Background: an optimization exercise with open tools, aiming at small area and a short achievable clock period. Do not read the settings as production practice.
No run shown here included a check of the RTL's function; only the layout flow was run.

==> flow/design.v (outline; a module is shown in full before it is edited, if it fits) <==
// module counter: 38 lines
// module coeff_rom: 525 lines
// module coeffs: 43 lines
// module delay_pipeline: 18 lines
// module compute: 232 lines
// module csa_fa: 9 lines
// module csa_ha: 8 lines
// module fir_filter: 65 lines
module fir_filter (
    input clk,
    input rst,
    input clk_enable,
    input [2:0] filter_sel,
    input  signed [15:0] filter_in,
    output signed [15:0] filter_out
);
  // ...
==> flow/flow/run.sh <==
#!/bin/bash
# Own layout flow: the standard layout (standard.sh: ORFS synthesis and
# place-and-route with the standard flow's config and constraints), with these changes:
#  - synthesis: synth_recipe.tcl with Yosys's quick ABC pass inside 'synth'
#    skipped (-noabc), so the adders reach extract_fa as written; registers and
#    their names are the same as the standard synthesis's,
#  - ABC maps the logic with flow/abc.script in place of ORFS's script,
#  - the port buffers that ORFS inserts are sky130_fd_sc_hd__buf_4,
#  - clock tree synthesis: clusters of up to 26 sinks within 70 um, clkbuf_16
#    buffers, no dummy loads.
# ORFS's scripts are copied into this folder and only the ABC scripts replaced.
# Every tool's output is in orfs/logs/ (one log per step) and flow_make.log.
set -euo pipefail
W="$(pwd)"
rm -rf "$W/scripts_own"
cp -r "$FLOW_HOME/scripts" "$W/scripts_own"
cp "$W/flow/abc.script" "$W/scripts_own/abc_area.script"
cp "$W/flow/abc.script" "$W/scripts_own/abc_speed.script"
sed 's/yosys synth -nofsm -noshare {\*}\$args/yosys synth -nofsm -noshare -noabc {*}$args/' \
  "$W/synth_recipe.tcl" > "$W/own_synth.tcl"
grep -q -- '-noabc' "$W/own_synth.tcl"
sed "s#synth_recipe\.tcl#own_synth.tcl#g" "$W/standard.sh" > "$W/own_standard.sh"
grep -q own_synth.tcl "$W/own_standard.sh"
export SCRIPTS_DIR="$W/scripts_own"
export BUFFER_PORTS_ARGS="-buffer_cell sky130_fd_sc_hd__buf_4"
export CTS_ARGS="-sink_clustering_enable -repair_clock_nets -dont_use_dummy_load -sink_clustering_size 26 -sink_clustering_max_diameter 70 -buf_list sky130_fd_sc_hd__clkbuf_16"
bash "$W/own_standard.sh" > "$W/flow_make.log" 2>&1
==> flow/flow/abc.script <==
strash
dc2
dch -f
map
topo
stime -c
buffer -c
upsize -c
dnsize -c
==> flow/standard.sh <==
#!/bin/bash
# synth_recipe.tcl (not shown) runs the flow's synth.tcl, then flattens the netlist and writes it again
# the make line also repeats each setting of config.mk as NAME=value (left out here)
make -C /OpenROAD-flow-scripts/flow DESIGN_CONFIG=/design/flow/config.mk WORK_HOME=/design/flow/orfs CLKGATE_MAP_FILE= SYNTH_SCRIPT=/design/flow/synth_recipe.tcl "${@:-finish}"
==> flow/config.mk <==
export PLATFORM = sky130hd
export DESIGN_NAME = fir_filter
export DESIGN_NICKNAME = fir_filter
export VERILOG_FILES = /design/flow/design.v
export SDC_FILE = /design/flow/constraint.sdc
export NUM_CORES = 4
export LEC_CHECK = 0
export ABC_AREA = 1
export CAP_MARGIN = 20
export CORE_MARGIN = 2
export CORE_UTILIZATION = 60
export SETUP_SLACK_MARGIN = 0.2
export SLEW_MARGIN = 20
export SYNTH_MEMORY_MAX_BITS = 65536
==> flow/constraint.sdc <==
create_clock -name core_clock -period 13.5 [get_ports {clk}]
set_input_delay 2.7000 -clock core_clock [delete_from_list [all_inputs] [get_ports {clk}]]
set_output_delay 2.7000 -clock core_clock [all_outputs]
set_load 0.01 [all_outputs]
==> summary.txt, run 1 <==
Die
  – Initial Util: 0.606

Clocking
  – # clock sinks: 1208
  – Hold_buf cts: 0
  – CTS H-tree depth: 2
  – Post-CTS sizing: 0
  – Buffer count from post-CTS setup fixing: 0
  – CTS tree: yes

Cells and area
  – Biggest regs: u_delay_pipeline.ring x1024, u_compute.acc_c x34, u_compute.acc_s x34
  – Share of cells above drive strength 1: 0.0734
  – Most flops, register: u_delay_pipeline.ring
  – Clock network area share: 0.0378
  – Sequential share of cell area: 0.631
  – Largest class: flip-flops and latches
  – Final core occ: 0.649
  – Multi-input gate count: 1367
  – Inverters: 268
  – Most frequent cells in the layout: dfxtp_1 (1139), nor2_1 (288), inv_1 (260), xor2_1 (131), fa_1 (131)
  – # fillers: 4387
  – Nets: 3199
  – Seq. cell area: 24600 um^2

Setup path
  – Most common cell on crit path: inv_1
  – FF-to-FF path depth: 25
  – CP startpoint: clk_enable
  – Crit path to: u_counter.filled[4]

STA
  – Max Fclk: 238 MHz
  – Final setup violation count: 0
  – Slew Limit Headroom: 0.248

Route
  – WL per Instance: 22.9 um
  – Met2 WL: 41300 um

Synthesis
  – Post-synth top cells: dfxtp_1 (1140), nor2_1 (291), inv_1 (261)
  – Syn Nets: 3167
  – Mapped Cells: 2941
  – Post-synth top area cell: dfxtp_1
  – Mux share of post-synthesis cell area: 0.00495
  – Post-synthesis compound-gate area fraction: 0.0851
  – Number of enable flip-flop cells after synthesis: 16
  – Top cells by area, synth: dfxtp_1 (63%), fa_1 (7.2%), xor2_1 (3.2%)
  – #FFs+latches synth: 1208

Hold path
  – Worst min-delay path class: reg2reg

Outcome
  – Outcome: finished clean

GRT
  – Met3 Resource Use GR: 0.0386
  – Routing usage on met2: 0.466
==> module counter, before the edit <==
module counter (
    input clk,
    input rst,
    input clk_enable,
    output phase,
    output reg [4:0] tap,
    output reg upper,
    output [5:0] age,
    output reg [6:0] since,
    output reg [5:0] filled
);
  reg [5:0] tap_count;
  reg tap_zero;
  assign phase = clk_enable && tap_zero;
  assign age = upper ? ~{1'b0, tap} : {1'b0, tap};
  wire [5:0] tap_count_inc = tap_count + 6'd1;
  wire [6:0] since_inc = (since == 7'd127) ? since : since + 7'd1;
  wire [5:0] filled_inc = (filled == 6'd63) ? filled : filled + 6'd1;
  always @(posedge clk, posedge rst) begin
    if (rst) begin
      tap_count <= 6'd0;
      tap_zero  <= 1'b1;
      since     <= 7'd127;
      filled    <= 6'd0;
    end else begin
      tap_count <= tap_count ^ ((tap_count ^ tap_count_inc) & {6{clk_enable}});
      tap_zero  <= tap_zero ^ ((tap_zero ^ (tap_count == 6'd63)) & clk_enable);
      since     <= (since_inc & {7{~phase}}) | {6'd0, phase};
      filled    <= filled ^ ((filled ^ filled_inc) & {6{phase}});
    end
  end
  wire [4:0] tap_dec = upper ? ((tap == 5'd31) ? tap : tap + 5'd1) : ((tap == 5'd0) ? tap : tap - 5'd1);
  wire upper_dec = upper ? (tap != 5'd31) : (tap == 5'd0);
  always @(posedge clk) begin
    tap   <= tap ^ ((tap ^ tap_dec) & {5{~phase}});
    upper <= upper ^ ((upper ^ upper_dec) & ~phase);
  end
endmodule
==> module coeffs, before the edit <==
module coeffs (
    input clk,
    input [2:0] filter_sel,
    input [5:0] age,
    input [4:0] tap,
    input upper,
    input [6:0] since,
    input [5:0] filled,
    output reg [6:0] neg_q,
    output reg [6:0] one_q,
    output reg [6:0] two_q,
    output reg win_q,
    output reg [2:0] sel_q
);
  wire rom_sign;
  wire [12:0] rom_magnitude;
  coeff_rom u_coeff_rom (
      .filter_sel(sel_q),
      .mirror(upper && (sel_q == 3'd7)),
      .tap(tap),
      .sign(rom_sign),
      .magnitude(rom_magnitude)
  );
  reg [12:0] magnitude_q;
  reg negative_q, use_q, win1;
  always @(posedge clk) begin
    sel_q <= filter_sel;
    magnitude_q <= rom_magnitude;
    negative_q <= rom_sign;
    win1 <= (since <= 7'd64);
    use_q <= (age <= filled) && (filled != 6'd0) && (since <= 7'd64);
  end
  wire [14:0] mx = {1'b0, use_q ? magnitude_q : 13'd0, 1'b0};
  integer j;
  always @(posedge clk) begin
    win_q <= win1;
    for (j = 0; j < 7; j = j + 1) begin
      neg_q[j] <= (mx[2*j+2] ^ negative_q) & win1;
      one_q[j] <= mx[2*j+1] ^ mx[2*j];
      two_q[j] <= (mx[2*j+2] & ~mx[2*j+1] & ~mx[2*j]) | (~mx[2*j+2] & mx[2*j+1] & mx[2*j]);
    end
  end
endmodule
==> module compute, before the edit <==
module compute (
    input clk,
    input rst,
    input phase,
    input [6:0] since,
    input [5:0] filled,
    input [2:0] sel_q,
    input signed [15:0] sample_q,
    input [6:0] neg_q,
    input [6:0] one_q,
    input [6:0] two_q,
    input win_q,
    output reg signed [15:0] filter_out
);
  wire [15:0] x = sample_q;
  wire [17:0] pp0;
  wire [17:0] pp1;
  wire [17:0] pp2;
  wire [17:0] pp3;
  wire [17:0] pp4;
  wire [17:0] pp5;
  wire [17:0] pp6;
  genvar g;
  generate
    for (g = 0; g < 7; g = g + 1) begin : g_pp
      wire [16:0] y = ({17{one_q[g]}} & {x[15], x}) | ({17{two_q[g]}} & {x, 1'b0});
      wire [17:0] r = {~(y[16] ^ neg_q[g]) & win_q, y ^ {17{neg_q[g]}}};
    end
  endgenerate
  assign pp0 = g_pp[0].r;
  assign pp1 = g_pp[1].r;
  assign pp2 = g_pp[2].r;
  assign pp3 = g_pp[3].r;
  assign pp4 = g_pp[4].r;
  assign pp5 = g_pp[5].r;
  assign pp6 = g_pp[6].r;
  reg [33:0] acc_s, acc_c;
  reg first;   
  reg signed [15:0] result;
  reg [33:0] init;
  always @(*) begin
    case (sel_q)
      3'd0: init = 34'd5729550336;
      3'd1: init = 34'd5729550336;
      3'd2: init = 34'd5729550336;
      3'd3: init = 34'd5729550336;
      3'd4: init = 34'd5729550336;
      3'd5: init = 34'd5729550336;
      3'd6: init = 34'd5729550336;
      3'd7: init = 34'd5729550336;
      default: init = 34'd0;
    endcase
  end
  wire [33:0] s_in = first ? init : acc_s;
  wire [33:0] c_in = first ? 34'd0 : acc_c;
  wire [307:0] t;
  csa_ha u0 (neg_q[3], c_in[6], t[0], t[1]);
  csa_ha u1 (c_in[7], s_in[7], t[2], t[3]);
  csa_fa u2 (neg_q[4], c_in[8], s_in[8], t[4], t[5]);
  csa_ha u3 (pp0[8], pp1[6], t[6], t[7]);
  csa_fa u4 (c_in[9], s_in[9], pp0[9], t[8], t[9]);
  csa_ha u5 (pp1[7], pp2[5], t[10], t[11]);
  csa_fa u6 (neg_q[5], c_in[10], s_in[10], t[12], t[13]);
  csa_fa u7 (pp0[10], pp1[8], pp2[6], t[14], t[15]);
  csa_ha u8 (pp3[4], pp4[2], t[16], t[17]);
  csa_fa u9 (c_in[11], s_in[11], pp0[11], t[18], t[19]);
  csa_fa u10 (pp1[9], pp2[7], pp3[5], t[20], t[21]);
  csa_ha u11 (pp4[3], pp5[1], t[22], t[23]);
  csa_fa u12 (c_in[12], s_in[12], pp0[12], t[24], t[25]);
  csa_fa u13 (pp1[10], pp2[8], pp3[6], t[26], t[27]);
  csa_fa u14 (pp4[4], pp5[2], pp6[0], t[28], t[29]);
  csa_fa u15 (c_in[13], s_in[13], pp0[13], t[30], t[31]);
  csa_fa u16 (pp1[11], pp2[9], pp3[7], t[32], t[33]);
  csa_fa u17 (pp4[5], pp5[3], pp6[1], t[34], t[35]);
  csa_fa u18 (c_in[14], s_in[14], pp0[14], t[36], t[37]);
  csa_fa u19 (pp1[12], pp2[10], pp3[8], t[38], t[39]);
  csa_fa u20 (pp4[6], pp5[4], pp6[2], t[40], t[41]);
  csa_fa u21 (c_in[15], s_in[15], pp0[15], t[42], t[43]);
  csa_fa u22 (pp1[13], pp2[11], pp3[9], t[44], t[45]);
  csa_fa u23 (pp4[7], pp5[5], pp6[3], t[46], t[47]);
  csa_fa u24 (c_in[16], s_in[16], pp0[16], t[48], t[49]);
  csa_fa u25 (pp1[14], pp2[12], pp3[10], t[50], t[51]);
  csa_fa u26 (pp4[8], pp5[6], pp6[4], t[52], t[53]);
  csa_fa u27 (c_in[17], s_in[17], pp0[17], t[54], t[55]);
  csa_fa u28 (pp1[15], pp2[13], pp3[11], t[56], t[57]);
  csa_fa u29 (pp4[9], pp5[7], pp6[5], t[58], t[59]);
  csa_fa u30 (c_in[18], s_in[18], pp1[16], t[60], t[61]);
  csa_fa u31 (pp2[14], pp3[12], pp4[10], t[62], t[63]);
  csa_ha u32 (pp5[8], pp6[6], t[64], t[65]);
  csa_fa u33 (c_in[19], s_in[19], pp1[17], t[66], t[67]);
  csa_fa u34 (pp2[15], pp3[13], pp4[11], t[68], t[69]);
  csa_ha u35 (pp5[9], pp6[7], t[70], t[71]);
  csa_fa u36 (c_in[20], s_in[20], pp2[16], t[72], t[73]);
  csa_fa u37 (pp3[14], pp4[12], pp5[10], t[74], t[75]);
  csa_fa u38 (c_in[21], s_in[21], pp2[17], t[76], t[77]);
  csa_ha u39 (pp3[15], pp4[13], t[78], t[79]);
  csa_fa u40 (c_in[22], s_in[22], pp3[16], t[80], t[81]);
  csa_ha u41 (c_in[23], s_in[23], t[82], t[83]);
  csa_ha u42 (neg_q[1], c_in[2], t[84], t[85]);
  csa_ha u43 (c_in[3], s_in[3], t[86], t[87]);
  csa_fa u44 (neg_q[2], c_in[4], s_in[4], t[88], t[89]);
  csa_ha u45 (pp0[4], pp1[2], t[90], t[91]);
  csa_fa u46 (c_in[5], s_in[5], pp0[5], t[92], t[93]);
  csa_ha u47 (pp1[3], pp2[1], t[94], t[95]);
  csa_fa u48 (s_in[6], t[0], pp0[6], t[96], t[97]);
  csa_fa u49 (pp1[4], pp2[2], pp3[0], t[98], t[99]);
  csa_fa u50 (t[1], t[2], pp0[7], t[100], t[101]);
  csa_fa u51 (pp1[5], pp2[3], pp3[1], t[102], t[103]);
  csa_fa u52 (t[3], pp2[4], pp3[2], t[104], t[105]);
  csa_fa u53 (pp4[0], t[4], t[6], t[106], t[107]);
  csa_fa u54 (pp3[3], pp4[1], t[5], t[108], t[109]);
  csa_fa u55 (t[10], t[7], t[8], t[110], t[111]);
  csa_fa u56 (pp5[0], t[12], t[11], t[112], t[113]);
  csa_fa u57 (t[16], t[14], t[9], t[114], t[115]);
  csa_fa u58 (t[13], t[17], t[22], t[116], t[117]);
  csa_fa u59 (t[15], t[18], t[20], t[118], t[119]);
  csa_fa u60 (t[23], t[19], t[21], t[120], t[121]);
  csa_fa u61 (t[24], t[26], t[28], t[122], t[123]);
  csa_fa u62 (t[25], t[27], t[29], t[124], t[125]);
  csa_fa u63 (t[30], t[32], t[34], t[126], t[127]);
  csa_fa u64 (t[31], t[33], t[35], t[128], t[129]);
  csa_fa u65 (t[36], t[38], t[40], t[130], t[131]);
  csa_fa u66 (t[37], t[39], t[41], t[132], t[133]);
  csa_fa u67 (t[42], t[44], t[46], t[134], t[135]);
  csa_fa u68 (t[43], t[45], t[47], t[136], t[137]);
  csa_fa u69 (t[48], t[50], t[52], t[138], t[139]);
  csa_fa u70 (t[49], t[51], t[53], t[140], t[141]);
  csa_fa u71 (t[54], t[56], t[58], t[142], t[143]);
  csa_fa u72 (t[64], t[55], t[57], t[144], t[145]);
  csa_fa u73 (t[59], t[60], t[62], t[146], t[147]);
  csa_fa u74 (t[65], t[70], t[61], t[148], t[149]);
  csa_fa u75 (t[63], t[66], t[68], t[150], t[151]);
  csa_fa u76 (pp6[8], t[71], t[67], t[152], t[153]);
  csa_fa u77 (t[69], t[72], t[74], t[154], t[155]);
  csa_fa u78 (pp5[11], pp6[9], t[78], t[156], t[157]);
  csa_fa u79 (t[73], t[75], t[76], t[158], t[159]);
  csa_fa u80 (pp4[14], pp5[12], pp6[10], t[160], t[161]);
  csa_fa u81 (t[79], t[77], t[80], t[162], t[163]);
  csa_fa u82 (t[82], pp3[17], pp4[15], t[164], t[165]);
  csa_fa u83 (pp5[13], pp6[11], t[81], t[166], t[167]);
  csa_fa u84 (c_in[24], s_in[24], t[83], t[168], t[169]);
  csa_fa u85 (pp4[16], pp5[14], pp6[12], t[170], t[171]);
  csa_fa u86 (c_in[25], s_in[25], pp4[17], t[172], t[173]);
  csa_ha u87 (pp5[15], pp6[13], t[174], t[175]);
  csa_fa u88 (c_in[26], s_in[26], pp5[16], t[176], t[177]);
  csa_ha u89 (c_in[27], s_in[27], t[178], t[179]);
  csa_ha u90 (neg_q[0], c_in[0], t[180], t[181]);
  csa_ha u91 (c_in[1], s_in[1], t[182], t[183]);
  csa_fa u92 (s_in[2], t[84], pp0[2], t[184], t[185]);
  csa_fa u93 (t[85], t[86], pp0[3], t[186], t[187]);
  csa_fa u94 (t[87], pp2[0], t[88], t[188], t[189]);
  csa_fa u95 (t[89], t[91], t[94], t[190], t[191]);
  csa_fa u96 (t[95], t[93], t[96], t[192], t[193]);
  csa_fa u97 (t[100], t[102], t[97], t[194], t[195]);
  csa_fa u98 (t[101], t[103], t[104], t[196], t[197]);
  csa_fa u99 (t[105], t[108], t[107], t[198], t[199]);
  csa_fa u100 (t[109], t[112], t[111], t[200], t[201]);
  csa_fa u101 (t[113], t[116], t[115], t[202], t[203]);
  csa_fa u102 (t[117], t[119], t[120], t[204], t[205]);
  csa_fa u103 (t[121], t[123], t[124], t[206], t[207]);
  csa_fa u104 (t[125], t[127], t[128], t[208], t[209]);
  csa_fa u105 (t[129], t[131], t[132], t[210], t[211]);
  csa_fa u106 (t[133], t[135], t[136], t[212], t[213]);
  csa_fa u107 (t[137], t[139], t[140], t[214], t[215]);
  csa_fa u108 (t[141], t[143], t[144], t[216], t[217]);
  csa_fa u109 (t[145], t[147], t[148], t[218], t[219]);
  csa_fa u110 (t[149], t[151], t[152], t[220], t[221]);
  csa_fa u111 (t[156], t[153], t[155], t[222], t[223]);
  csa_fa u112 (t[160], t[157], t[159], t[224], t[225]);
  csa_fa u113 (t[161], t[164], t[163], t[226], t[227]);
  csa_fa u114 (t[168], t[165], t[170], t[228], t[229]);
  csa_fa u115 (t[169], t[174], t[171], t[230], t[231]);
  csa_fa u116 (pp6[14], t[175], t[173], t[232], t[233]);
  csa_fa u117 (t[178], pp5[17], pp6[15], t[234], t[235]);
  csa_fa u118 (c_in[28], s_in[28], t[179], t[236], t[237]);
  csa_ha u119 (c_in[29], s_in[29], t[238], t[239]);
  csa_ha u120 (s_in[0], t[180], t[240], t[241]);
  csa_fa u121 (t[181], t[182], pp0[1], t[242], t[243]);
  csa_fa u122 (t[183], pp1[0], t[184], t[244], t[245]);
  csa_fa u123 (pp1[1], t[185], t[186], t[246], t[247]);
  csa_fa u124 (t[90], t[187], t[188], t[248], t[249]);
  csa_fa u125 (t[189], t[92], t[190], t[250], t[251]);
  csa_fa u126 (t[98], t[191], t[192], t[252], t[253]);
  csa_fa u127 (t[99], t[193], t[194], t[254], t[255]);
  csa_fa u128 (t[106], t[195], t[196], t[256], t[257]);
  csa_fa u129 (t[110], t[197], t[198], t[258], t[259]);
  csa_fa u130 (t[114], t[199], t[200], t[260], t[261]);
  csa_fa u131 (t[118], t[201], t[202], t[262], t[263]);
  csa_fa u132 (t[122], t[203], t[204], t[264], t[265]);
  csa_fa u133 (t[126], t[205], t[206], t[266], t[267]);
  csa_fa u134 (t[130], t[207], t[208], t[268], t[269]);
  csa_fa u135 (t[134], t[209], t[210], t[270], t[271]);
  csa_fa u136 (t[138], t[211], t[212], t[272], t[273]);
  csa_fa u137 (t[142], t[213], t[214], t[274], t[275]);
  csa_fa u138 (t[146], t[215], t[216], t[276], t[277]);
  csa_fa u139 (t[150], t[217], t[218], t[278], t[279]);
  csa_fa u140 (t[154], t[219], t[220], t[280], t[281]);
  csa_fa u141 (t[158], t[221], t[222], t[282], t[283]);
  csa_fa u142 (t[162], t[223], t[224], t[284], t[285]);
  csa_fa u143 (t[166], t[225], t[226], t[286], t[287]);
  csa_fa u144 (t[167], t[228], t[227], t[288], t[289]);
  csa_fa u145 (t[172], t[229], t[230], t[290], t[291]);
  csa_fa u146 (t[176], t[231], t[232], t[292], t[293]);
  csa_fa u147 (t[177], t[234], t[233], t[294], t[295]);
  csa_fa u148 (pp6[16], t[236], t[235], t[296], t[297]);
  csa_fa u149 (t[238], pp6[17], t[237], t[298], t[299]);
  csa_fa u150 (c_in[30], s_in[30], t[239], t[300], t[301]);
  csa_ha u151 (c_in[31], s_in[31], t[302], t[303]);
  csa_ha u152 (c_in[32], s_in[32], t[304], t[305]);
  csa_ha u153 (c_in[33], s_in[33], t[306], t[307]);
  wire [33:0] s_next = {t[306], t[304], t[302], t[300], t[298], t[296], t[294], t[292], t[290], t[288], t[286], t[284], t[282], t[280], t[278], t[276], t[274], t[272], t[270], t[268], t[266], t[264], t[262], t[260], t[258], t[256], t[254], t[252], t[250], t[248], t[246], t[244], t[242], t[240]};
  wire [33:0] c_next = {t[305], t[303], t[301], t[299], t[297], t[295], t[293], t[291], t[289], t[287], t[285], t[283], t[281], t[279], t[277], t[275], t[273], t[271], t[269], t[267], t[265], t[263], t[261], t[259], t[257], t[255], t[253], t[251], t[249], t[247], t[245], t[243], t[241], pp0[0]};
  wire [33:0] acc = acc_s + acc_c;
  wire [17:0] acc_hi = acc[33:16];
  wire sat_pos = ~acc_hi[17] & acc_hi[16];
  wire sat_neg = acc_hi[17] & ~acc_hi[16];
  wire [15:0] acc_sat = sat_pos ? 16'h7fff : sat_neg ? 16'h8000 : acc_hi[15:0];
  always @(posedge clk) begin
    acc_s <= s_next;
    acc_c <= c_next;
    first <= (since == 7'd2);
  end
  always @(posedge clk, posedge rst) begin
    if (rst) begin
      result <= 16'sd0;
      filter_out <= 16'sd0;
    end else begin
      if (first) result <= (filled[5:1] != 5'd0) ? acc_sat : 16'd0;
      if (phase) filter_out <= result;
    end
  end
endmodule
==> module fir_filter, before the edit <==
module fir_filter (
    input clk,
    input rst,
    input clk_enable,
    input [2:0] filter_sel,
    input  signed [15:0] filter_in,
    output signed [15:0] filter_out
);
  wire phase;
  wire [5:0] age;
  wire [4:0] tap;
  wire upper;
  wire [6:0] since;
  wire [5:0] filled;
  wire signed [15:0] sample_q;
  wire [6:0] neg_q, one_q, two_q;
  wire win_q;
  wire [2:0] sel_q;
  counter u_counter (
      .clk(clk),
      .rst(rst),
      .clk_enable(clk_enable),
      .phase(phase),
      .tap(tap),
      .upper(upper),
      .age(age),
      .since(since),
      .filled(filled)
  );
  delay_pipeline u_delay_pipeline (
      .clk(clk),
      .phase(phase),
      .age(age),
      .filter_in(filter_in),
      .sample_q(sample_q)
  );
  coeffs u_coeffs (
      .clk(clk),
      .filter_sel(filter_sel),
      .age(age),
      .tap(tap),
      .upper(upper),
      .since(since),
      .filled(filled),
      .neg_q(neg_q),
      .one_q(one_q),
      .two_q(two_q),
      .win_q(win_q),
      .sel_q(sel_q)
  );
  compute u_compute (
      .clk(clk),
      .rst(rst),
      .phase(phase),
      .since(since),
      .filled(filled),
      .sel_q(sel_q),
      .sample_q(sample_q),
      .neg_q(neg_q),
      .one_q(one_q),
      .two_q(two_q),
      .win_q(win_q),
      .filter_out(filter_out)
  );
endmodule
==> run 2: changes to the inputs <==
--- a/flow/design.v
+++ b/flow/design.v
@@ -7,4 +7,5 @@
     output reg upper,
     output [5:0] age,
+    output reg phase_q,
     output reg [6:0] since,
     output reg [5:0] filled
@@ -21,4 +22,5 @@
       tap_count <= 6'd0;
       tap_zero  <= 1'b1;
+      phase_q   <= 1'b0;
       since     <= 7'd127;
       filled    <= 6'd0;
@@ -26,6 +28,7 @@
       tap_count <= tap_count ^ ((tap_count ^ tap_count_inc) & {6{clk_enable}});
       tap_zero  <= tap_zero ^ ((tap_zero ^ (tap_count == 6'd63)) & clk_enable);
-      since     <= (since_inc & {7{~phase}}) | {6'd0, phase};
-      filled    <= filled ^ ((filled ^ filled_inc) & {6{phase}});
+      phase_q   <= phase;
+      since     <= phase_q ? 7'd1 : since_inc;
+      if (phase_q) filled <= filled_inc;
     end
   end
@@ -568,4 +571,5 @@
     input [4:0] tap,
     input upper,
+    input phase_q,
     input [6:0] since,
     input [5:0] filled,
@@ -585,4 +589,6 @@
       .magnitude(rom_magnitude)
   );
+  wire win = phase_q || (since != 7'd0 && since <= 7'd63);
+  wire age_ok = (age <= filled) && (filled != 6'd0 || phase_q);
   reg [12:0] magnitude_q;
   reg negative_q, use_q, win1;
@@ -591,6 +597,6 @@
     magnitude_q <= rom_magnitude;
     negative_q <= rom_sign;
-    win1 <= (since <= 7'd64);
-    use_q <= (age <= filled) && (filled != 6'd0) && (since <= 7'd64);
+    win1 <= win;
+    use_q <= (age_ok || phase_q && age == filled + 6'd1) && win;
   end
   wire [14:0] mx = {1'b0, use_q ? magnitude_q : 13'd0, 1'b0};
@@ -843,5 +849,5 @@
     acc_s <= s_next;
     acc_c <= c_next;
-    first <= (since == 7'd2);
+    first <= (since == 7'd1);
   end
   always @(posedge clk, posedge rst) begin
@@ -884,4 +890,5 @@
   wire [4:0] tap;
   wire upper;
+  wire phase_q;
   wire [6:0] since;
   wire [5:0] filled;
@@ -898,4 +905,5 @@
       .upper(upper),
       .age(age),
+      .phase_q(phase_q),
       .since(since),
       .filled(filled)
@@ -914,4 +922,5 @@
       .tap(tap),
       .upper(upper),
+      .phase_q(phase_q),
       .since(since),
       .filled(filled),
==> summary.txt, run 2 <==
Synthesis
  – Combinational family with the most area after synthesis: adder cells
  – Register area share after synthesis: 0.679
  – Mux share of post-synthesis cell area: 0.00496 (+0.0000165)
  – Mapped Cells: 2948 (+0.24%)
  – Synth Area in Adders: 0.0974
  – Synth async-reset ratio: 0.0438
  – Simple logic cell fraction of the synthesized area: 0.0600
  – Synth Flop Type: dfxtp_1
  – Post-synthesis compound-gate area fraction: 0.0847 (-0.000336)
  – Post-synth top cells: dfxtp_1 (1140), nor2_1 (278), inv_1 (271)
  – Post-synthesis xor/xnor area fraction: 0.0357
  – Number of enable flip-flop cells after synthesis: 16 (unchanged)
  – Post-synth top area cell: dfxtp_1
  – Syn Nets: 3174 (+0.22%)
  – Mean Syn Cell Area: 12.3 um^2
  – Top cells by area, synth: dfxtp_1 (63%), fa_1 (7.2%), dfrtp_1 (3.1%)
  – #FFs+latches synth: 1209 (+0.083%)
  – Netlist cell types: 59
  – Most frequent cell after synthesis: dfxtp_1
  – Syn Std Cell Area: 36300 um^2
  – Yosys top cell area share: 0.629
  – Warnings, synthesis: 6

Setup path
  – CP max-delay cell: dfxtp_1
  – Critical Path Fanout Max: 8
  – RR Endpoint: u_compute.result[6]
  – Reg2Reg Setup Slack: 9.57 ns
  – CP peak stage delay: 0.33 ns
  – Critical path's top delay family: compound AO/OA/AOI/OAI gates
  – CP Launch Type: flip-flop
  – Most common cell on crit path: o21bai_1
  – Worst Setup End Kind: flip-flop
  – Critical-path cell list: ha_1 -> a31oi_1 -> o21bai_1 -> a21oi_1 -> o21bai_1 -> a21oi_1 -> o21bai_1 -> a21oi_1 -> o21bai_1 -> a31oi_1 -> o21bai_2 -> nand3_2 -> nand2_2 -> nand3_2 -> nand2_4 -> a31oi_4 -> o21ai_4 -> a21boi_4 -> nand2_1 -> nand2_1 -> nand3_4 -> nand2_4 -> o22ai_2
  – Worst Path Buf+Inv: 0
  – Worst endpoint data arrival time: 4.36 ns
  – R2r startpoint: u_compute.acc_c[1]
  – FF-to-FF path depth: 23 (-8.0%)
  – Req. time, crit path: 13.93 ns
  – Setup CP Type: reg2reg

STA
  – Final period util: 0.291
  – Final Hold Viols: 0
  – RSZ-0062 raised after global routing: false
  – Hold Slack: 0.263 ns
  – TNS Setup: 0 ns
  – Final worst path period need: 3.93 ns
  – Max Fclk: 254 MHz (+6.8%)
  – Final setup violation count: 0 (unchanged)
  – Final Max Slew Viols: 0
  – Skew final: 0.113 ns
  – Slew Limit Headroom: 0.248 (about the same)
  – Measured slew at the worst slew-check pin: 1.13 ns

Clocking
  – Root Driver: clkbuf_16
  – Hold_buf cts: 0 (unchanged)
  – Clock Path Buffers: 3
  – CTS H-tree depth: 2 (unchanged)
  – # clock sinks: 1209 (+0.083%)
  – CTS tree: yes
  – Clock slew at reported path FFs: 0.09 ns
  – Buffer count from post-CTS setup fixing: 0 (unchanged)
  – Post-CTS sizing: 0 (unchanged)
  – Latest clock arrival within the worst-skew pair: 0.66 ns
  – CTS buffer count: 60

Route
  – WL per Instance: 22.8 um (-0.65%)
  – DRC viols: 0
  – Post-route antenna net violation count: 0
  – Routed WL: 85700 um
  – Via density: 5.53
  – Vias: 20800
  – Drt first-iter violations: 1747
  – TritonRoute pass-1 iters: 6

Cells and area
  – Most frequent cells in the layout: dfxtp_1 (1139), nor2_1 (275), inv_1 (269), fa_1 (131), nand2_1 (129)
  – Biggest regs: u_delay_pipeline.ring x1024, u_compute.acc_c x34, u_compute.acc_s x34
  – Nets: 3209 (+0.31%)
  – Commonest non-fill, non-tap cell in the layout: dfxtp_1
  – Fin area: 39000 um^2
  – Area Overhead vs Synth: 7.38%
  – Share of cells above drive strength 1: 0.0657 (-0.00763)
  – Max FFs per register: 1024
  – # diodes: 0
  – Most flops, register: u_delay_pipeline.ring
  – Seq. cell area: 24600 um^2 (+0.10%)
  – Final core occ: 0.648 (about the same)
  – Multi-input gate area: 10300 um^2
  – # fillers: 4298 (-2.0%)

Die
  – DIE HEIGHT: 250 um
  – Die Width: 250 um
  – # rows: 90
  – Initial Util: 0.604 (-0.00202)
  – Die footprint: 62500 um^2
  – Top-Level Pins: 38
  – Placeable Area: 60100 um^2

Hold path
  – Worst min-delay path class: reg2reg
  – WHS Path Cells: 0
  – Hold endpoint: u_delay_pipeline.ring[62][10]
  – Hold_sp: u_delay_pipeline.ring[63][10]

GRT
  – Initial antenna violation count: 2
  – Total grt overflow: 0
  – Vias in the first global route: 21900
  – Largest net degree at the start of global routing: 84
  – First-pass GRT wire length: 132000 um
  – Global Route Usage Sum: 0.278

Placement
  – IO buf count: 37
  – Post-DP HPWL: 55000 um
  – Dpl cell area: 37500 um^2
  – GP Congestion: 0.986

Outcome
  – Outcome: finished clean

Run
  – Max_cap viols: 0
run 2: how the worst max path moves through the flow:
stage / startpoint / endpoint / slack [ns] / cells after the start
finish: u_compute.acc_c[1] / u_compute.result[6] / 9.57 / 23
floorplan: clk_enable / u_delay_pipeline.newest[0] / 9.18 / 4
CTS: u_compute.acc_c[1] / u_compute.result[6] / 9.59 / 23
global placement: clk_enable / u_counter.tap[3] / 9.29 / 8
global route: u_compute.acc_c[1] / u_compute.result[6] / 9.30 / 23
detailed placement: clk_enable / u_counter.tap[3] / 9.22 / 8
run 2: stage by stage:
stage | instances | worst slack (ns)
final | 3763 | 9.57
after global routing | 3763 | 9.30
after floorplan | 2948 | 9.18
after global placement | 3702 | 9.29
after CTS | 3762 | 9.59
after detailed placement | 3702 | 9.22
run 2: cell families (layout without fill, tap and decap cells):
logic type / after synthesis / after routing
xor+xnor: 148 / 148
simple gates: 519 / 519
flops: 1209 / 1209
mux: 16 / 16
buf+inv: 372 / 405
fa+ha+maj: 204 / 204
compound gates: 480 / 480
run 2: area by class of cell:
cell class | count | area share
inverter | 272 | 0.0262
tap | 782 | 0.0251
sequential | 1209 | 0.632
multi-input combinational | 1367 | 0.264
clock buffer | 60 | 0.0385
timing repair buffer | 73 | 0.0143
run 2: per-layer routing:
layer	wire length, um	up-vias	global-route usage
met5	11	-	0
met4	3780	2	0.110
met3	5260	203	0.0433
met2	39500	777	0.448
met1	37100	10200	0.379
li1	-	9608	-
run 2: worst reg2reg max path, cell delays in order (launching register included):
cell      delay (ns)
dfxtp_1         0.33
ha_1            0.30
a31oi_1         0.19
o21bai_1        0.09
a21oi_1         0.17
o21bai_1        0.10
a21oi_1         0.19
o21bai_1        0.11
a21oi_1         0.18
o21bai_1        0.11
a31oi_1         0.22
o21bai_2        0.16
nand3_2         0.09
nand2_2         0.09
nand3_2         0.10
nand2_4         0.08
a31oi_4         0.23
o21ai_4         0.11
a21boi_4        0.24
nand2_1         0.09
nand2_1         0.13
nand3_4         0.15
nand2_4         0.19
o22ai_2         0.09
==> module delay_pipeline, before the edit <==
module delay_pipeline (
    input clk,
    input phase,
    input [5:0] age,
    input signed [15:0] filter_in,
    output signed [15:0] sample_q
);
  reg signed [15:0] newest;
  reg signed [15:0] ring[0:63];
  integer i;
  wire signed [15:0] sample = (age[5:1] == 5'd0) ? newest : ring[0];
  assign sample_q = ring[62];
  always @(posedge clk) begin
    if (phase) newest <= filter_in;
    for (i = 0; i < 63; i = i + 1) ring[i] <= ring[i+1];
    ring[63] <= sample;
  end
endmodule
==> run 3: changes to the inputs <==
--- a/flow/design.v
+++ b/flow/design.v
@@ -590,20 +590,13 @@
   );
   wire win = phase_q || (since != 7'd0 && since <= 7'd63);
-  wire age_ok = (age <= filled) && (filled != 6'd0 || phase_q);
-  reg [12:0] magnitude_q;
-  reg negative_q, use_q, win1;
-  always @(posedge clk) begin
-    sel_q <= filter_sel;
-    magnitude_q <= rom_magnitude;
-    negative_q <= rom_sign;
-    win1 <= win;
-    use_q <= (age_ok || phase_q && age == filled + 6'd1) && win;
-  end
-  wire [14:0] mx = {1'b0, use_q ? magnitude_q : 13'd0, 1'b0};
+  wire use_slot = ((age <= filled) || phase_q && age == filled + 6'd1) && (filled != 6'd0 || phase_q) && win;
+  wire negative = rom_sign;
+  wire [14:0] mx = {1'b0, use_slot ? rom_magnitude : 13'd0, 1'b0};
   integer j;
   always @(posedge clk) begin
-    win_q <= win1;
+    sel_q <= filter_sel;
+    win_q <= win;
     for (j = 0; j < 7; j = j + 1) begin
-      neg_q[j] <= (mx[2*j+2] ^ negative_q) & win1;
+      neg_q[j] <= (mx[2*j+2] ^ negative) & win;
       one_q[j] <= mx[2*j+1] ^ mx[2*j];
       two_q[j] <= (mx[2*j+2] & ~mx[2*j+1] & ~mx[2*j]) | (~mx[2*j+2] & mx[2*j+1] & mx[2*j]);
@@ -622,5 +615,5 @@
   integer i;
   wire signed [15:0] sample = (age[5:1] == 5'd0) ? newest : ring[0];
-  assign sample_q = ring[62];
+  assign sample_q = ring[63];
   always @(posedge clk) begin
     if (phase) newest <= filter_in;
@@ -633,5 +626,5 @@
     input rst,
     input phase,
-    input [6:0] since,
+    input phase_q,
     input [5:0] filled,
     input [2:0] sel_q,
@@ -849,5 +842,5 @@
     acc_s <= s_next;
     acc_c <= c_next;
-    first <= (since == 7'd1);
+    first <= phase_q;
   end
   always @(posedge clk, posedge rst) begin
@@ -935,5 +928,5 @@
       .rst(rst),
       .phase(phase),
-      .since(since),
+      .phase_q(phase_q),
       .filled(filled),
       .sel_q(sel_q),
==> summary.txt, run 3 <==
Route
  – DRT met1 WL: 38800 um (+4.5%)
  – Routed WL: 91800 um (+7.2%)
  – Via density: 5.64 (+2.0%)
  – Post-route antenna net violation count: 0 (unchanged)
  – Routed met3 length: 5510 um (+4.7%)
  – Max Used Layer: met5
  – TritonRoute pass-1 iters: 16 (+10)
  – DRC viols: 0 (unchanged)
  – Met2 WL: 43700 um (+10%)
  – WL per Instance: 24.6 um (+7.8%)
  – Vias: 21100 (+1.4%)
  – Drt first-iter violations: 1899 (+8.7%)

Synthesis
  – Syn Std Cell Area: 35900 um^2 (-1.1%)
  – Netlist cell types: 56 (-5.1%)
  – Synth async-reset ratio: 0.0444 (+0.000588)
  – Mapped Cells: 2938 (-0.34%)
  – Number of enable flip-flop cells after synthesis: 16 (unchanged)
  – Post-synthesis xor/xnor area fraction: 0.0368 (+0.00113)
  – Simple logic cell fraction of the synthesized area: 0.0649 (+0.00484)
  – Yosys top cell area share: 0.627 (-0.00198)
  – Warnings, synthesis: 6 (unchanged)
  – Top cells by area, synth: dfxtp_1 (63%), fa_1 (7.3%), xor2_1 (3.2%)
  – Register area share after synthesis: 0.677 (-0.00142)
  – Mean Syn Cell Area: 12.2 um^2 (-0.76%)
  – #FFs+latches synth: 1193 (-1.3%)
  – Mux share of post-synthesis cell area: 0.00502 (+0.0000548)
  – Synth Flop Type: dfxtp_1
  – Post-synth top area cell: dfxtp_1
  – Synth Area in Adders: 0.0981 (+0.000727)
  – Combinational family with the most area after synthesis: adder cells
  – Post-synthesis compound-gate area fraction: 0.0797 (-0.00502)
  – Most frequent cell after synthesis: dfxtp_1
  – Syn Nets: 3163 (-0.35%)
  – Post-synth top cells: dfxtp_1 (1124), nor2_1 (283), inv_1 (260)

Clocking
  – Clock slew at reported path FFs: 0.09 ns (about the same)
  – CTS H-tree depth: 2 (unchanged)
  – Hold_buf cts: 0 (unchanged)
  – Buffer count from post-CTS setup fixing: 0 (unchanged)
  – Post-CTS sizing: 0 (unchanged)
  – CTS buffer count: 58 (-3.3%)
  – Root Driver: clkbuf_16
  – Clock Path Buffers: 3 (unchanged)
  – Latest clock arrival within the worst-skew pair: 0.67 ns (about the same)
  – CTS tree: yes
  – # clock sinks: 1193 (-1.3%)

STA
  – Final Hold Viols: 0 (unchanged)
  – Skew final: 0.119 ns (+0.00547 ns)
  – Measured slew at the worst slew-check pin: 1.23 ns (+0.101 ns)
  – Final worst slack: 8.85 ns (-0.716 ns)
  – Final setup violation count: 0 (unchanged)
  – Final period util: 0.344 (+0.0531)
  – Max Fclk: 215 MHz (-15%)
  – RSZ-0062 raised after global routing: false
  – Final worst path period need: 4.65 ns (+0.716 ns)
  – Final Max Slew Viols: 0 (unchanged)
  – TNS Setup: 0 ns (unchanged)
  – Slew Limit Headroom: 0.171 (-0.0768)

Placement
  – IO buf count: 37 (unchanged)
  – GP Congestion: 1.01 (+2.9%)
  – DP Worst Slack: 9.14 ns (-0.0768 ns)
  – Dpl cell area: 37100 um^2 (-1.1%)
  – Post-DP HPWL: 63000 um (+15%)

Cells and area
  – Most frequent cells in the layout: dfxtp_1 (1119), nor2_1 (281), inv_1 (259), nand2_1 (137), xor2_1 (132)
  – Nets: 3195 (-0.44%)
  – Commonest non-fill, non-tap cell in the layout: dfxtp_1
  – Fin area: 38500 um^2 (-1.2%)
  – Final core occ: 0.651 (+0.00293)
  – # diodes: 0 (unchanged)
  – Most flops, register: u_delay_pipeline.ring
  – Biggest regs: u_delay_pipeline.ring x1024, u_compute.acc_c x34, u_compute.acc_s x34
  – Max FFs per register: 1024 (unchanged)
  – Area Overhead vs Synth: 7.24%
  – Share of cells above drive strength 1: 0.0633 (-0.00241)

Setup path
  – Worst Setup End Kind: flip-flop
  – Setup CP Type: reg2reg
  – Worst endpoint data arrival time: 5.09 ns (+0.73 ns)
  – Req. time, crit path: 13.95 ns (+0.02 ns)
  – Critical Path Fanout Max: 24 (+16)
  – Critical-path cell list: buf_4 -> clkinv_1 -> nor2_1 -> clkinv_1 -> nor2_1 -> nor3_1 -> o31ai_1 -> a21oi_1 -> o21ai_0 -> nor3_1 -> o22a_1
  – CP peak stage delay: 0.66 ns (+0.33 ns)
  – Critical path's top delay family: simple AND/OR/NAND/NOR gates
  – CP max-delay cell: nor2_1
  – Worst Path Buf+Inv: 3 (+3)
  – CP Launch Type: flip-flop

Die
  – Placeable Area: 59100 um^2 (-1.7%)
  – Top-Level Pins: 38 (unchanged)
  – DIE HEIGHT: 249 um (-0.54%)
  – Die Width: 249 um (-0.54%)
  – # rows: 89 (-1.1%)
  – Die footprint: 61800 um^2 (-1.1%)
  – Initial Util: 0.607 (+0.00352)

GRT
  – Vias in the first global route: 22000 (+0.68%)
  – Global Route Usage Sum: 0.299 (+0.0212)
  – Total grt overflow: 0 (unchanged)
  – Largest net degree at the start of global routing: 85 (+1.2%)
  – First-pass GRT wire length: 139000 um (+5.3%)
  – Initial antenna violation count: 2 (unchanged)

Run
  – Max_cap viols: 0 (unchanged)

Outcome
  – Outcome: finished clean

Hold path
  – Worst min-delay path class: reg2reg
run 3: final timing paths:
check	from	endpoint	slack (ns)	cells past startpoint
max	u_counter.tap[3]	u_coeffs.two_q[1]	8.85	11
min	u_delay_pipeline.ring[19][0]	u_delay_pipeline.ring[18][0]	0.27	0
max reg2reg	u_counter.tap[3]	u_coeffs.two_q[1]	8.85	11
min reg2reg	u_delay_pipeline.ring[19][0]	u_delay_pipeline.ring[18][0]	0.27	0
max in group asynchronous	rst	u_counter.phase_q	10.59	3
min in group asynchronous	rst	u_counter.tap_count[5]	2.29	3
run 3: worst register-to-register path, delay by kind of cell, from the launching register on:
family | cells | cell delay, ns
flip-flops | 1 | 0.31
AND/OR/NAND/NOR | 4 | 1.54
buffers and inverters | 3 | 1.52
AO/OA/AOI/OAI | 4 | 1.11
run 3: final cells by class:
type / count / area [um^2]
flip-flops and latches: 1193 / 24300
fillers: 4143 / 20600
multi-input cells: 1380 / 10200
clock buffers: 58 / 1450
inverters: 265 / 995
well taps: 773 / 967
repair buffers: 72 / 541
run 3: metal layers:
metal	vias up	global-route usage
li1	9556	-
met3	215	0.0417
met1	10500	0.398
met2	841	0.501
met4	4	0.113
met5	-	0
run 3: cells by family (layout without fill, tap and decap cells):
family                   Yosys count  in the layout
AO/OA/AOI/OAI                    457            457
XOR/XNOR                         151            151
adder cells (fa/ha/maj)          203            203
buffers and inverters            365            395
flip-flops                      1193           1193
multiplexers                      16             16
AND/OR/NAND/NOR                  553            553
run 3: through the flow:
| stage | hold WS (ns) | cells |
|---|---|---|
| final | 0.269 | 3741 |
| after global routing | 0.275 | 3741 |
| after CTS | 0.274 | 3741 |
| after detailed placement | 0.312 | 3683 |
| after global placement | 0.310 | 3683 |
| after floorplan | 0.310 | 2938 |
==> run 4: changes to the inputs <==
--- a/flow/design.v
+++ b/flow/design.v
@@ -26,6 +26,8 @@
       filled    <= 6'd0;
     end else begin
-      tap_count <= tap_count ^ ((tap_count ^ tap_count_inc) & {6{clk_enable}});
-      tap_zero  <= tap_zero ^ ((tap_zero ^ (tap_count == 6'd63)) & clk_enable);
+      if (clk_enable) begin
+        tap_count <= tap_count_inc;
+        tap_zero  <= (tap_count == 6'd63);
+      end
       phase_q   <= phase;
       since     <= phase_q ? 7'd1 : since_inc;
@@ -36,6 +38,8 @@
   wire upper_dec = upper ? (tap != 5'd31) : (tap == 5'd0);
   always @(posedge clk) begin
-    tap   <= tap ^ ((tap ^ tap_dec) & {5{~phase}});
-    upper <= upper ^ ((upper ^ upper_dec) & ~phase);
+    if (!phase) begin
+      tap   <= tap_dec;
+      upper <= upper_dec;
+    end
   end
 endmodule
@@ -849,5 +853,5 @@
       filter_out <= 16'sd0;
     end else begin
-      if (first) result <= (filled[5:1] != 5'd0) ? acc_sat : 16'd0;
+      if (first && filled[5:1] != 5'd0) result <= acc_sat;
       if (phase) filter_out <= result;
     end
--- a/flow/flow/run.sh
+++ b/flow/flow/run.sh
@@ -8,5 +8,8 @@
 #  - the port buffers that ORFS inserts are sky130_fd_sc_hd__buf_4,
 #  - clock tree synthesis: clusters of up to 26 sinks within 70 um, clkbuf_16
-#    buffers, no dummy loads.
+#    buffers, no dummy loads,
+#  - timing repair (ORFS's repair_timing after CTS and global routing) aims for
+#    a setup slack of 9.5 ns against the design's 13.5 ns clock (the SDC is
+#    unchanged), so it also mends paths slower than 4 ns.
 # ORFS's scripts are copied into this folder and only the ABC scripts replaced.
 # Every tool's output is in orfs/logs/ (one log per step) and flow_make.log.
@@ -23,4 +26,5 @@
 grep -q own_synth.tcl "$W/own_standard.sh"
 export SCRIPTS_DIR="$W/scripts_own"
+export SETUP_SLACK_MARGIN=9.5
 export BUFFER_PORTS_ARGS="-buffer_cell sky130_fd_sc_hd__buf_4"
 export CTS_ARGS="-sink_clustering_enable -repair_clock_nets -dont_use_dummy_load -sink_clustering_size 26 -sink_clustering_max_diameter 70 -buf_list sky130_fd_sc_hd__clkbuf_16"
--- a/flow/config.mk
+++ b/flow/config.mk
@@ -10,5 +10,4 @@
 export CORE_MARGIN = 2
 export CORE_UTILIZATION = 60
-export SETUP_SLACK_MARGIN = 0.2
 export SLEW_MARGIN = 20
 export SYNTH_MEMORY_MAX_BITS = 65536
==> summary.txt, run 4 <==
Setup path
  – CP max-delay cell: a311oi_1
  – Critical Path Fanout Max: 16 (-33%)
  – CP Launch Type: flip-flop
  – Most common cell on crit path: nor2_1
  – Worst Setup End Kind: flip-flop
  – Critical-path cell list: buf_4 -> nor2_1 -> buf_4 -> inv_2 -> nand2_1 -> inv_1 -> nor2_4 -> nor2_1 -> a21oi_2 -> a21oi_1 -> a311oi_1 -> o2111ai_1 -> o21ai_1 -> nor2_1 -> a22oi_1 -> a21oi_1
  – Req. time, crit path: 13.91 ns (-0.04 ns)
  – CP peak stage delay: 0.44 ns (-0.22 ns)
  – Setup CP Type: reg2reg
  – Worst Path Buf+Inv: 4 (+1)
  – Critical path's top delay family: compound AO/OA/AOI/OAI gates
  – Worst endpoint data arrival time: 4.35 ns (-0.74 ns)

Cells and area
  – Nets: 3159 (-1.1%)
  – Most flops, register: u_delay_pipeline.ring
  – Biggest regs: u_delay_pipeline.ring x1024, u_compute.acc_c x34, u_compute.acc_s x34
  – Area Overhead vs Synth: 7.65%
  – Share of cells above drive strength 1: 0.0785 (+0.0151)
  – Commonest non-fill, non-tap cell in the layout: dfxtp_1
  – Most frequent cells in the layout: dfxtp_1 (1115), nor2_1 (252), inv_1 (234), nand2_1 (155), fa_1 (132)
  – Multi-input gate area: 10400 um^2 (+1.4%)
  – # fillers: 4152 (+0.22%)
  – Max FFs per register: 1024 (unchanged)
  – Seq. cell area: 24400 um^2 (+0.24%)
  – Fin cells: 3705 (-0.96%)

Synthesis
  – #FFs+latches synth: 1193 (unchanged)
  – Post-synth top area cell: dfxtp_1
  – Mean Syn Cell Area: 12.4 um^2 (+1.7%)
  – Synth Flop Type: dfxtp_1
  – Yosys top cell area share: 0.623 (-0.00328)
  – Most frequent cell after synthesis: dfxtp_1
  – Netlist cell types: 68 (+21%)
  – Syn Nets: 3115 (-1.5%)
  – Post-synth top cells: dfxtp_1 (1118), nor2_1 (259), inv_1 (236)
  – Top cells by area, synth: dfxtp_1 (62%), fa_1 (7.4%), xor2_1 (3.2%)
  – Mapped Cells: 2889 (-1.7%)
  – Syn Std Cell Area: 35900 um^2 (about the same)
  – Warnings, synthesis: 6 (unchanged)
  – Synth async-reset ratio: 0.0444 (unchanged)
  – Number of enable flip-flop cells after synthesis: 22 (+6)
  – Register area share after synthesis: 0.679 (+0.00174)

STA
  – RSZ-0062 raised after global routing: false
  – Slew Limit Headroom: 0.256 (+0.0845)
  – Measured slew at the worst slew-check pin: 1.12 ns (-0.113 ns)
  – Final setup violation count: 0 (unchanged)
  – Final Hold Viols: 0 (unchanged)
  – Final worst path period need: 3.93 ns (-0.715 ns)
  – TNS Setup: 0 ns (unchanged)
  – Final Max Slew Viols: 0 (unchanged)
  – Hold Slack: 0.252 ns (-0.0167 ns)
  – Skew final: 0.155 ns (+0.0366 ns)
  – Max Fclk: 254 MHz (+18%)
  – Final period util: 0.291 (-0.0530)

Placement
  – IO buf count: 37 (unchanged)
  – Cells after DPL: 3635 (-1.3%)
  – GP Congestion: 0.974 (-4.0%)
  – Post-DP HPWL: 58100 um (-7.9%)

Clocking
  – Clock Path Buffers: 3 (unchanged)
  – Clock slew at reported path FFs: 0.10 ns (about the same)
  – # clock sinks: 1193 (unchanged)
  – CTS H-tree depth: 2 (unchanged)
  – Latest clock arrival within the worst-skew pair: 0.67 ns (about the same)
  – Root Driver: clkbuf_16
  – CTS buffer count: 55 (-5.2%)
  – CTS tree: yes

Route
  – Drt first-iter violations: 1832 (-3.5%)
  – Vias: 20600 (-2.4%)
  – Via density: 5.56 (-1.5%)
  – Routed WL: 87200 um (-5.1%)
  – TritonRoute pass-1 iters: 27 (+11)
  – DRC viols: 0 (unchanged)
  – Post-route antenna net violation count: 0 (unchanged)
  – WL per Instance: 23.5 um (-4.2%)

GRT
  – Total grt overflow: 0 (unchanged)
  – First-pass GRT wire length: 132000 um (-5.0%)
  – Largest net degree at the start of global routing: 68 (-20%)
  – Vias in the first global route: 21500 (-2.4%)
  – Global Route Usage Sum: 0.282 (-0.0173)
  – Initial antenna violation count: 2 (unchanged)

Die
  – Placeable Area: 59100 um^2 (unchanged)
  – Die Width: 249 um (about the same)
  – DIE HEIGHT: 249 um (about the same)
  – # rows: 89 (unchanged)
  – Die footprint: 61800 um^2 (about the same)
  – Initial Util: 0.607 (about the same)
  – Top-Level Pins: 38 (unchanged)

Hold path
  – Worst min-delay path class: reg2reg

Run
  – Max_cap viols: 0 (unchanged)

Outcome
  – Outcome: finished clean
==> run 4: worst reg2reg max path, delay by kind of cell (launching register included) <==
family,cells,cell delay [ns]
compound gates,7,1.53
simple gates,5,1.02
buf+inv,4,0.86
flops,1,0.40
==> run 4: per-stage QoR <==
stage          utilization  area [um^2]  setup WS [ns]
3_5_place_dp         0.626        37000           8.89
6_report             0.654        38600           9.57
5_1_grt              0.654        38600           9.46
2_1_floorplan            -        35900           9.50
4_1_cts              0.650        38500           9.50
3_3_place_gp         0.626        37000           9.04
==> run 4: cell families after synthesis <==
logic type | share of synthesized area
buffers and inverters | 0.0357
DFF | 0.679
adders and majority gates | 0.0987
xor gates and xnor gates | 0.0376
and+or+nand+nor | 0.0589
AOI/OAI and AO/OA | 0.0852
muxes | 0.00502
==> run 4: layout make-up <==
class                           instances  share of cell area
Antenna cell                            1           0.0000648
Multi-Input combinational cell       1360               0.268
Timing Repair Buffer                   80              0.0164
Inverter                              243              0.0237
Tap cell                              773              0.0250
Sequential cell                      1193               0.631
Clock buffer                           55              0.0356
==> run 4: timing repair <==
| item | CTS | global route |
|---|---|---|
| pin swaps | 1 | 16 |
| hold buffers | 0 | 0 |
| gates cloned | 0 | 2 |
| setup endpoints to repair | 19 | 33 |
| gates resized for setup | 2 | 32 |
| setup buffers | 5 | 7 |
==> run 4: final timing paths <==
kind / end / slack, ns / cells after the start / from
worst min-delay path: u_delay_pipeline.ring[60][1] / 0.25 / 0 / u_delay_pipeline.ring[61][1]
worst max register to register: u_coeffs.two_q[1] / 9.57 / 16 / u_counter.tap[0]
min in group asynchronous: u_compute.result[6] / 2.27 / 2 / rst
worst max-delay path: u_coeffs.two_q[1] / 9.57 / 16 / u_counter.tap[0]
max in group asynchronous: u_counter.phase_q / 10.68 / 2 / rst
worst min register to register: u_delay_pipeline.ring[60][1] / 0.25 / 0 / u_delay_pipeline.ring[61][1]
==> run 4: routing by layer <==
metal | share of wire | track usage | up-vias
li1 | - | - | 9456
met1 | 0.42 | 0.381 | 10200
met2 | 0.48 | 0.476 | 794
met3 | 0.063 | 0.0389 | 167
met4 | 0.030 | 0.0829 | 2
met5 | 0.00015 | 0 | -
==> run 5: changes to the inputs <==
--- a/flow/design.v
+++ b/flow/design.v
@@ -584,23 +584,30 @@
     output reg [2:0] sel_q
 );
+  wire win = phase_q || (since != 7'd0 && since <= 7'd63);
+  wire use_slot = ((age <= filled) || phase_q && age == filled + 6'd1) && (filled != 6'd0 || phase_q) && win;
+  reg [4:0] tap_d;
+  reg upper_d, use_d, win_d;
+  always @(posedge clk) begin
+    sel_q <= filter_sel;
+    tap_d <= tap;
+    upper_d <= upper;
+    use_d <= use_slot;
+    win_d <= win;
+  end
   wire rom_sign;
   wire [12:0] rom_magnitude;
   coeff_rom u_coeff_rom (
       .filter_sel(sel_q),
-      .mirror(upper && (sel_q == 3'd7)),
-      .tap(tap),
+      .mirror(upper_d && (sel_q == 3'd7)),
+      .tap(tap_d),
       .sign(rom_sign),
       .magnitude(rom_magnitude)
   );
-  wire win = phase_q || (since != 7'd0 && since <= 7'd63);
-  wire use_slot = ((age <= filled) || phase_q && age == filled + 6'd1) && (filled != 6'd0 || phase_q) && win;
-  wire negative = rom_sign;
-  wire [14:0] mx = {1'b0, use_slot ? rom_magnitude : 13'd0, 1'b0};
+  wire [14:0] mx = {1'b0, use_d ? rom_magnitude : 13'd0, 1'b0};
   integer j;
   always @(posedge clk) begin
-    sel_q <= filter_sel;
-    win_q <= win;
+    win_q <= win_d;
     for (j = 0; j < 7; j = j + 1) begin
-      neg_q[j] <= (mx[2*j+2] ^ negative) & win;
+      neg_q[j] <= (mx[2*j+2] ^ rom_sign) & win_d;
       one_q[j] <= mx[2*j+1] ^ mx[2*j];
       two_q[j] <= (mx[2*j+2] & ~mx[2*j+1] & ~mx[2*j]) | (~mx[2*j+2] & mx[2*j+1] & mx[2*j]);
@@ -619,5 +626,5 @@
   integer i;
   wire signed [15:0] sample = (age[5:1] == 5'd0) ? newest : ring[0];
-  assign sample_q = ring[63];
+  assign sample_q = ring[62];
   always @(posedge clk) begin
     if (phase) newest <= filter_in;
@@ -630,5 +637,5 @@
     input rst,
     input phase,
-    input phase_q,
+    input [6:0] since,
     input [5:0] filled,
     input [2:0] sel_q,
@@ -846,5 +853,5 @@
     acc_s <= s_next;
     acc_c <= c_next;
-    first <= phase_q;
+    first <= (since == 7'd1);
   end
   always @(posedge clk, posedge rst) begin
@@ -932,5 +939,5 @@
       .rst(rst),
       .phase(phase),
-      .phase_q(phase_q),
+      .since(since),
       .filled(filled),
       .sel_q(sel_q),
==> summary.txt, run 5 <==
GRT
  – Largest net degree at the start of global routing: 69 (+1.5%)
  – Initial antenna violation count: 3 (+1)
  – First-pass GRT wire length: 127000 um (-4.0%)
  – Global Route Usage Sum: 0.267 (-0.0145)
  – Total grt overflow: 0 (unchanged)
  – Vias in the first global route: 21100 (-1.7%)

Synthesis
  – Mapped Cells: 2898 (+0.31%)
  – Yosys top cell area share: 0.626 (+0.00230)
  – Warnings, synthesis: 6 (unchanged)
  – Most frequent cell after synthesis: dfxtp_1
  – Post-synth top area cell: dfxtp_1
  – Synth Flop Type: dfxtp_1
  – Synth async-reset ratio: 0.0441 (-0.000296)
  – Register area share after synthesis: 0.681 (+0.00211)
  – Syn Nets: 3125 (+0.32%)
  – Number of enable flip-flop cells after synthesis: 22 (unchanged)
  – Top cells by area, synth: dfxtp_1 (63%), fa_1 (7.3%), xor2_1 (3.2%)
  – Post-synth top cells: dfxtp_1 (1126), nor2_1 (235), inv_1 (231)
  – Netlist cell types: 59 (-13%)
  – Syn Std Cell Area: 36000 um^2 (+0.35%)
  – #FFs+latches synth: 1201 (+0.67%)
  – Mean Syn Cell Area: 12.4 um^2 (about the same)

STA
  – Measured slew at the worst slew-check pin: 1.17 ns (+0.0573 ns)
  – RSZ-0062 raised after global routing: true
  – Skew final: 0.103 ns (-0.0517 ns)
  – Hold Slack: 0.275 ns (+0.0226 ns)
  – Final Hold Viols: 0 (unchanged)
  – Final Max Slew Viols: 0 (unchanged)
  – Final setup violation count: 0 (unchanged)
  – Max Fclk: 250 MHz (-1.5%)
  – Final period util: 0.296 (+0.00451)
  – TNS Setup: 0 ns (unchanged)
  – Final worst path period need: 3.99 ns (+0.0608 ns)
  – Slew Limit Headroom: 0.217 (-0.0383)

Die
  – Die footprint: 62000 um^2 (+0.34%)
  – Die Width: 249 um (+0.17%)
  – Top-Level Pins: 38 (unchanged)
  – DIE HEIGHT: 249 um (+0.17%)
  – Placeable Area: 59200 um^2 (+0.19%)
  – # rows: 89 (unchanged)
  – Initial Util: 0.608 (+0.000950)

Outcome
  – Outcome: finished clean

Setup path
  – Worst endpoint data arrival time: 4.49 ns (+0.14 ns)
  – CP max-delay cell: nor2_1
  – Req. time, crit path: 13.99 ns (+0.08 ns)
  – Setup CP Type: reg2reg
  – Worst Path Buf+Inv: 5 (+1)
  – Worst Setup End Kind: flip-flop
  – Critical path's top delay family: simple AND/OR/NAND/NOR gates
  – CP peak stage delay: 0.76 ns (+0.32 ns)
  – Critical-path cell list: buf_4 -> inv_1 -> buf_4 -> nor2_1 -> inv_2 -> nor2_2 -> a21oi_1 -> o2111ai_1 -> nand2_1 -> inv_1 -> o21ai_0 -> a21oi_1
  – Critical Path Fanout Max: 29 (+13)
  – CP Launch Type: flip-flop

Route
  – Drt first-iter violations: 1555 (-15%)
  – WL per Instance: 22.3 um (-5.3%)
  – Post-route antenna net violation count: 0 (unchanged)
  – Routed WL: 82300 um (-5.5%)
  – DRC viols: 0 (unchanged)
  – TritonRoute pass-1 iters: 5 (-81%)
  – Via density: 5.49 (-1.3%)
  – Vias: 20300 (-1.5%)

Run
  – Max_cap viols: 0 (unchanged)

Placement
  – GP Congestion: 0.967 (-0.74%)
  – Post-DP HPWL: 55700 um (-4.1%)
  – IO buf count: 37 (unchanged)

Cells and area
  – Most flops, register: u_delay_pipeline.ring
  – Final core occ: 0.651 (-0.00288)
  – Max FFs per register: 1024 (unchanged)
  – # fillers: 4264 (+2.7%)
  – Multi-input gate area: 10300 um^2 (-0.95%)
  – Most frequent cells in the layout: dfxtp_1 (1125), inv_1 (230), nor2_1 (230), nand2_1 (199), fa_1 (132)
  – Biggest regs: u_delay_pipeline.ring x1024, u_compute.acc_c x34, u_compute.acc_s x34
  – Nets: 3152 (-0.22%)
  – Area Overhead vs Synth: 7.01%
  – Commonest non-fill, non-tap cell in the layout: dfxtp_1
  – Seq. cell area: 24500 um^2 (+0.65%)
  – Share of cells above drive strength 1: 0.0657 (-0.0128)
  – # diodes: 0 (-1)

Clocking
  – Latest clock arrival within the worst-skew pair: 0.65 ns (-0.02 ns)
  – Clock Path Buffers: 3 (unchanged)
  – Hold_buf cts: 0 (unchanged)
  – CTS H-tree depth: 2 (unchanged)
  – Root Driver: clkbuf_16
  – Clock slew at reported path FFs: 0.10 ns (about the same)
  – # clock sinks: 1201 (+0.67%)
  – CTS buffer count: 56 (+1.8%)
  – CTS tree: yes

Hold path
  – Worst min-delay path class: reg2reg
-- run 5: path summary, 6_finish.rpt --
check / start / to / slack (ns) / depth (start not counted)
max: u_coeffs.tap_d[3] / u_coeffs.two_q[4] / 9.51 / 12
min: u_delay_pipeline.ring[63][14] / u_delay_pipeline.ring[62][14] / 0.27 / 0
max reg2reg: u_coeffs.tap_d[3] / u_coeffs.two_q[4] / 9.51 / 12
min reg2reg: u_delay_pipeline.ring[63][14] / u_delay_pipeline.ring[62][14] / 0.27 / 0
max in group asynchronous: rst / u_compute.filter_out[9] / 10.68 / 2
min in group asynchronous: rst / u_compute.result[2] / 2.23 / 2
-- run 5: area by class of cell --
class | instances | share of cell area
Multi-Input combinational cell | 1367 | 0.266
Sequential cell | 1201 | 0.637
Tap cell | 773 | 0.0251
Inverter | 237 | 0.0232
Clock buffer | 56 | 0.0364
Timing Repair Buffer | 62 | 0.0124
-- run 5: cells by family after synthesis --
logic type	count (synthesis)	share of synthesized area
XOR/XNOR	157	0.0382
AND/OR/NAND/NOR	547	0.0625
AO/OA/AOI/OAI	442	0.0796
adder cells (fa/ha/maj)	205	0.0987
buffers and inverters	330	0.0349
flip-flops	1201	0.681
multiplexers	16	0.00500
-- run 5: layer usage --
metal | GRT usage | vias to the layer above | share of wire
met5 | 0 | - | 0.00023
met4 | 0.0960 | 2 | 0.038
met3 | 0.0417 | 194 | 0.065
met2 | 0.441 | 760 | 0.47
met1 | 0.361 | 9890 | 0.43
li1 | - | 9438 | -
-- run 5: metrics by stage --
stage	worst slack, ns	area (um^2)	instances
floorplan	9.53	36000	2898
global placement	9.30	37100	3639
detailed placement	9.30	37100	3639
CTS	9.58	38500	3695
global route	9.46	38500	3696
finish	9.51	38500	3696
-- run 5: what timing repair did --
item	in CTS	in global routing
setup endpoints to repair	0	25
setup buffers	0	1
gates resized for setup	0	6

-- port drivers added, routing unchanged --
How much do the figures lean on ideal ports? The routed layouts below were timed once more, with nothing changed but the port constraints. Step 1 (the two cells are an assumption about what drives the block):
set clk [get_ports {clk}]
set_driving_cell -lib_cell sky130_fd_sc_hd__clkbuf_16 $clk
set_driving_cell -lib_cell sky130_fd_sc_hd__buf_2 [delete_from_list [all_inputs] $clk]
Step 2, shift: input delay + t, output delay - t, t = (earliest + latest rising clock arrival at the registers) / 2. This alone moves slack from input paths to output paths. a / b / c = ideal / step 1 / step 2; a / b = the first two.
run	t, ns	setup WS [ns]	hold slack, ns	latest minus earliest clock arrival (ns)
run 1	0.660	9.303 / 9.333 / 8.673	0.265 / 0.265 / 0.265	0.109 / 0.110
run 2	0.672	9.568 / 9.568 / 9.206	0.263 / 0.263 / 0.263	0.132 / 0.133
run 3	0.672	8.852 / 8.852 / 8.852	0.269 / 0.269 / 0.269	0.127 / 0.127
run 4	0.661	9.567 / 9.567 / 9.047	0.252 / 0.252 / 0.252	0.156 / 0.157
run 5	0.658	9.506 / 9.506 / 9.285	0.275 / 0.275 / 0.275	0.107 / 0.107
After both steps setup and hold are still met in every run listed. For run 1, which loses most, drivers alone change the setup slack by +0.030 ns; drivers and shift together by -0.630 ns.
